Background: an optimization exercise with open tools, aiming at small area, a short achievable clock period and few clock cycles. Do not read the settings as production practice.
In this exercise RTL edits were held to simulation tests only and were not proved equivalent to the original.
Power is estimated from default activity; no workload was simulated.

the baseline:
## TPU
module TPU(
    clk,
    rst_n,
    in_valid,
    K,
    M,
    N,
    busy,
    A_wr_en,
    A_index,
    A_data_in,
    A_data_out,
    B_wr_en,
    B_index,
    B_data_in,
    B_data_out,
    C_wr_en,
    C_index,
    C_data_in,
    C_data_out
);
Size: about 7900 cells after synthesis, ~1000 flip-flops, roughly 0.064 mm2 of cells after synthesis.
make LEC_CHECK=0 ABC_AREA=1 CAP_MARGIN=20 CORE_MARGIN=2 CORE_UTILIZATION=40 SETUP_SLACK_MARGIN=4.7 SLEW_MARGIN=20 finish   # period 8.0 ns
run.sh (not shown) runs the stock make flow with config.mk's settings and CLKGATE_MAP_FILE= SYNTH_SCRIPT=/design/flow/synth_recipe.tcl, a recipe that flattens the netlist after the stock synthesis.
Testbench counts of the baseline, summed over its fixed seeds: cycles 122,601.
The inputs of the candidate differ from those of the baseline as listed below.
--- a/flow/design.v
+++ b/flow/design.v
@@ -153,43 +153,34 @@
     b_d[1] <= b_q;
     b_d[2] <= b_d[1];
     b_d[3] <= b_d[2];
     a1_d1  <= a_q[23:16];
     a2_d1  <= a_q[15:8];
     a2_d2  <= a2_d1;
     a3_d1  <= a_q[7:0];
     a3_d2  <= a3_d1;
     a3_d3  <= a3_d2;
 end
 wire [9:0]  a3_row [0:3];
-reg  [9:0]  tq [0:3];
-reg  [9:0]  t1_d1, t2_d1, t2_d2, t3_d1, t3_d2, t3_d3;
-genvar l;
-generate
-    for (l = 0; l < 4; l = l + 1) begin : triple
-        wire [7:0] lane = A_data_out[31-8*l -: 8];
-        always @(posedge clk) tq[l] <= ({2'b00, lane} + {1'b0, lane, 1'b0}) & {10{iss_v}};
-    end
-endgenerate
+reg  [9:0]  tq0, tq1, tq2, tq3;
+wire [7:0]  lane0 = A_data_out[31:24];
 always @(posedge clk) begin
-    t1_d1 <= tq[1];
-    t2_d1 <= tq[2];
-    t2_d2 <= t2_d1;
-    t3_d1 <= tq[3];
-    t3_d2 <= t3_d1;
-    t3_d3 <= t3_d2;
+    tq0 <= ({2'b00, lane0} + {1'b0, lane0, 1'b0}) & {10{iss_v}};
+    tq1 <= {2'b00, a_q[23:16]} + {1'b0, a_q[23:16], 1'b0};
+    tq2 <= {2'b00, a2_d1} + {1'b0, a2_d1, 1'b0};
+    tq3 <= {2'b00, a3_d2} + {1'b0, a3_d2, 1'b0};
 end
-assign a3_row[0] = tq[0];
-assign a3_row[1] = t1_d1;
-assign a3_row[2] = t2_d2;
-assign a3_row[3] = t3_d3;
+assign a3_row[0] = tq0;
+assign a3_row[1] = tq1;
+assign a3_row[2] = tq2;
+assign a3_row[3] = tq3;
 wire [7:0]  a_row [0:3];
 wire [31:0] b_row [0:3];
 assign a_row[0] = a_q[31:24];
 assign a_row[1] = a1_d1;
 assign a_row[2] = a2_d2;
 assign a_row[3] = a3_d3;
 assign b_row[0] = b_q;
 assign b_row[1] = b_d[1];
 assign b_row[2] = b_d[2];
 assign b_row[3] = b_d[3];
 reg        clr_d [0:3][0:2];
@@ -282,23 +273,24 @@
 module TPU_mac (
     input             clk,
     input             clr,
     input      [7:0]  a,
     input      [7:0]  b,
     input      [9:0]  a3,    
     output     [23:0] x,
     output     [23:0] y
 );
 reg  [23:0] xr;
 reg  [4:0] yr;
-wire [23:0] xc = xr & {24{~clr}};
+wire [23:0] xt = xr;
+wire [23:0] xc = xt & {24{~clr}};
 wire [23:0] yfull;
 assign yfull[0] = 1'b0;
 assign yfull[1] = 1'b0;
 assign yfull[2] = 1'b0;
 assign yfull[3] = 1'b0;
 assign yfull[4] = yr[0];
 assign yfull[5] = 1'b0;
 assign yfull[6] = 1'b0;
 assign yfull[7] = 1'b0;
 assign yfull[8] = yr[1];
 assign yfull[9] = 1'b0;
@@ -433,14 +425,14 @@
 wire t60 = xc[15] & q3_9;
 wire [4:0] ch0 = {1'b0, t2, q1_0, xc[1], xc[0]} + {1'b0, t3, t1, q0_1, q0_0};
 wire [4:0] ch4 = {1'b0, t18, t15, t9, t7} + {1'b0, t23, t17, t11, t4} + {4'd0, t5};
 wire [4:0] ch8 = {1'b0, t42, t41, t33, t22} + {1'b0, t47, t36, t35, t29} + {4'd0, t24};
 wire [4:0] ch12 = {1'b0, t59, t56, t55, t46} + {1'b0, t58, t57, t52, t51} + {4'd0, t48};
 wire [4:0] ch16 = {1'b0, xc[19], xc[18], xc[17], xc[16]} + {1'b0, 1'b0, 1'b0, 1'b0, yc[16]} + {4'd0, t60};
 wire [4:0] ch20 = {1'b0, xc[23], xc[22], xc[21], xc[20]} + {1'b0, 1'b0, 1'b0, 1'b0, yc[20]};
 always @(posedge clk) begin
     xr <= {ch20[3], ch20[2], ch20[1], ch20[0], ch16[3], ch16[2], ch16[1], ch16[0], ch12[3], ch12[2], ch12[1], ch12[0], ch8[3], ch8[2], ch8[1], ch8[0], ch4[3], ch4[2], ch4[1], ch4[0], ch0[3], ch0[2], ch0[1], ch0[0]};
     yr <= {ch16[4], ch12[4], ch8[4], ch4[4], ch0[4]};
 end
-assign x = xr;
+assign x = xt;
 assign y = yfull;
 endmodule
- Compared the candidate vs the baseline, and total number of placement rows is down in the candidate.
- Going from the baseline to the candidate, detailed-route vias per instance essentially unchanged, area after synthesis decreased 900 um2, final design instance area without fill decreased 0.0010 mm2, non-clock buffer total of the final layout decreased 16.
- Compared with the baseline, in the candidate total number of tap cells -0.67%; setup slack after layout fell 0.016 ns; highest clock frequency the design can meet saw a decrease.
Testbench counts of the candidate, summed over its fixed seeds: cycles 122,601.

========
== the previous run ==
TPU again, from the RTL that the note above started with.
Settings: LEC_CHECK=0, ABC_AREA=1, CAP_MARGIN=20, CORE_MARGIN=2, CORE_UTILIZATION=40, SETUP_SLACK_MARGIN=4.5, SLEW_MARGIN=20; clock period 8.0 ns.
Testbench counts of the previous run, summed over its fixed seeds: cycles 122,601.
#### Input delta (the current run over the previous run)
-- flow/design.v --
<<< the previous run, line 162
end
wire [9:0]  a3_row [0:3];
reg  [9:0]  tq [0:3];
reg  [9:0]  t1_d1, t2_d1, t2_d2, t3_d1, t3_d2, t3_d3;
genvar l;
generate
    for (l = 0; l < 4; l = l + 1) begin : triple
        wire [7:0] lane = A_data_out[31-8*l -: 8];
        always @(posedge clk) tq[l] <= ({2'b00, lane} + {1'b0, lane, 1'b0}) & {10{iss_v}};
    end
endgenerate
always @(posedge clk) begin
    t1_d1 <= tq[1];
    t2_d1 <= tq[2];
    t2_d2 <= t2_d1;
    t3_d1 <= tq[3];
    t3_d2 <= t3_d1;
    t3_d3 <= t3_d2;
end
assign a3_row[0] = tq[0];
assign a3_row[1] = t1_d1;
assign a3_row[2] = t2_d2;
assign a3_row[3] = t3_d3;
wire [7:0]  a_row [0:3];
wire [31:0] b_row [0:3];
>>> the current run, line 162
end
wire [9:0]  a3_row [0:3];
reg  [9:0]  tq0, tq1, tq2, tq3;
wire [7:0]  lane0 = A_data_out[31:24];
always @(posedge clk) begin
    tq0 <= ({2'b00, lane0} + {1'b0, lane0, 1'b0}) & {10{iss_v}};
    tq1 <= {2'b00, a_q[23:16]} + {1'b0, a_q[23:16], 1'b0};
    tq2 <= {2'b00, a2_d1} + {1'b0, a2_d1, 1'b0};
    tq3 <= {2'b00, a3_d2} + {1'b0, a3_d2, 1'b0};
end
assign a3_row[0] = tq0;
assign a3_row[1] = tq1;
assign a3_row[2] = tq2;
assign a3_row[3] = tq3;
wire [7:0]  a_row [0:3];
wire [31:0] b_row [0:3];
<<< the previous run, line 291
reg  [23:0] xr;
reg  [4:0] yr;
wire [23:0] xc = xr & {24{~clr}};
wire [23:0] yfull;
assign yfull[0] = 1'b0;
>>> the current run, line 282
reg  [23:0] xr;
reg  [4:0] yr;
wire [23:0] xt = xr;
wire [23:0] xc = xt & {24{~clr}};
wire [23:0] yfull;
assign yfull[0] = 1'b0;
<<< the previous run, line 442
    yr <= {ch16[4], ch12[4], ch8[4], ch4[4], ch0[4]};
end
assign x = xr;
assign y = yfull;
endmodule
>>> the current run, line 434
    yr <= {ch16[4], ch12[4], ch8[4], ch4[4], ch0[4]};
end
assign x = xt;
assign y = yfull;
endmodule
Notes after the runs:
Run comparison: the previous run termination of the worst setup path row[1].pe[1].mac.xr[10]$_DFF_P_; the current run termination of the worst setup path row[1].pe[1].mac.xr[9]$_DFF_P_. met2 usage for the current run is lower than for the previous run. Non-clock inverter count in the final layout: the current run higher than the previous run. The current run completed; timing, DRC and antenna clean. On final period demand of the worst path, the current run and the previous run are basically level. Switching power total in the current run is 130 uW above the previous run. Cmp the current run and the previous run / via count / higher: the previous run. The run showing the smaller final cell count without fillers is the current run. [compare] base=the previous run new=the current run: area added between synthesis and finish has decreased, sequential share of power now smaller. Length of routed met3 wiring, the current run vs the previous run: down by more than 10%. Against the previous run, the final cell area of the current run is lower. Relative to the previous run, the number of sinks on the clock net measured on the current run has decreased by a few percent. The number of hold violations in the final report on the previous run is in line with that on the current run. Cmp the current run and the previous run / wire length / higher: the previous run.
Testbench counts of the current run, summed over its fixed seeds: cycles 122,601.

========
RTL: one of the versions met above, not the one the previous note started from.
Size: ~7900 cells after synthesis, ~950 flip-flops, roughly 460 I/O pins.
clock: 8.0 ns
lec_check: 0
abc_area: 1
cap_margin: 20
core_margin: 2
core_utilization: 55
place_density: 0.7
setup_slack_margin: 4.7
slew_margin: 20
Testbench counts at the start, summed over its fixed seeds: cycles 122,601.
Next try:
--- a/flow/design.v
+++ b/flow/design.v
@@ -135,45 +135,45 @@
 assign A_data_in = 32'd0;
 assign B_wr_en   = 1'b0;
 assign B_data_in = 32'd0;
 assign A_index   = {2'd0, a_addr};
 assign B_index   = {2'd0, b_addr};
 wire       iss_v   = issuing & f_kv;
 wire       iss_clr = issuing & f_k0;
 wire       iss_wr  = iss_v & f_kl;
 wire [3:0] wmask   = f_ie ? last_rows : 4'hF;
 wire [3:0] fmask   = (f_ie & f_je) ? top_row : 4'h0;
 reg  [31:0] a_q, b_q;
 always @(posedge clk) begin
-    a_q <= A_data_out & {32{iss_v}};
+    a_q <= A_data_out;
     b_q <= B_data_out;
 end
 reg  [31:0] b_d [1:3];
 reg  [7:0]  a1_d1, a2_d1, a2_d2, a3_d1, a3_d2, a3_d3;
 always @(posedge clk) begin
     b_d[1] <= b_q;
     b_d[2] <= b_d[1];
     b_d[3] <= b_d[2];
     a1_d1  <= a_q[23:16];
     a2_d1  <= a_q[15:8];
     a2_d2  <= a2_d1;
     a3_d1  <= a_q[7:0];
     a3_d2  <= a3_d1;
     a3_d3  <= a3_d2;
 end
 wire [9:0]  a3_row [0:3];
 reg  [9:0]  tq0, tq1, tq2, tq3;
 wire [7:0]  lane0 = A_data_out[31:24];
 always @(posedge clk) begin
-    tq0 <= ({2'b00, lane0} + {1'b0, lane0, 1'b0}) & {10{iss_v}};
+    tq0 <= {2'b00, lane0} + {1'b0, lane0, 1'b0};
     tq1 <= {2'b00, a_q[23:16]} + {1'b0, a_q[23:16], 1'b0};
     tq2 <= {2'b00, a2_d1} + {1'b0, a2_d1, 1'b0};
     tq3 <= {2'b00, a3_d2} + {1'b0, a3_d2, 1'b0};
 end
 assign a3_row[0] = tq0;
 assign a3_row[1] = tq1;
 assign a3_row[2] = tq2;
 assign a3_row[3] = tq3;
 wire [7:0]  a_row [0:3];
 wire [31:0] b_row [0:3];
 assign a_row[0] = a_q[31:24];
 assign a_row[1] = a1_d1;
- synthesized cell count shrinks by 0.92%
- wire length grows by 1.8%
- sequential share of layout area barely changes
- hold slack gets worse by 3.7 ps
- global-route usage grows by 0.76 points
- clock power shrinks by 5.6%
Testbench counts after the change, summed over its fixed seeds: cycles 122,601.

## afterwards: timing with drivers on the ports
The flow's constraints put no driver on any port. The routed layouts listed below were extracted and timed again, unchanged, in two steps. Step 1 sets driving cells, clkbuf_16 on the clock port and buf_2 on the other inputs (assumed; they add their load-dependent delay and slew). Step 2, shift: input delay + t, output delay - t, t = (earliest + latest rising clock arrival at the registers) / 2. This alone moves slack from input paths to output paths. Three values: ideal ports, drivers, drivers and shift; two values: the first two.
| run | t (ns) | slack for setup (ns) | worst hold slack (ns) | worst setup path after step 2 | latest minus earliest clock arrival (ns) |
|---|---|---|---|---|---|
| the baseline | 0.830 | 4.712 / 4.683 / 4.277 | 0.316 / 0.316 / 0.316 | input to register | 0.060 / 0.060 |
| the candidate | 0.832 | 4.696 / 4.665 / 4.351 | 0.327 / 0.327 / 0.327 | input to register | 0.030 / 0.030 |
| the previous run | 0.835 | 4.533 / 4.484 / 4.149 | 0.321 / 0.321 / 0.321 | input to register | 0.074 / 0.074 |
| the current run | 0.823 | 4.534 / 4.475 / 4.222 | 0.319 / 0.319 / 0.319 | input to register | 0.030 / 0.031 |
| the first run of note 3 | 0.779 | 4.716 / 4.664 / 4.362 | 0.322 / 0.322 / 0.322 | input to register | 0.070 / 0.070 |
| the second run of note 3 | 0.791 | 4.658 / 4.658 / 4.261 | 0.318 / 0.318 / 0.318 | input to register | 0.034 / 0.034 |
After both steps setup and hold are still met in every run listed. For the baseline, which loses most, drivers alone change the setup slack by -0.029 ns; drivers and shift together by -0.435 ns.
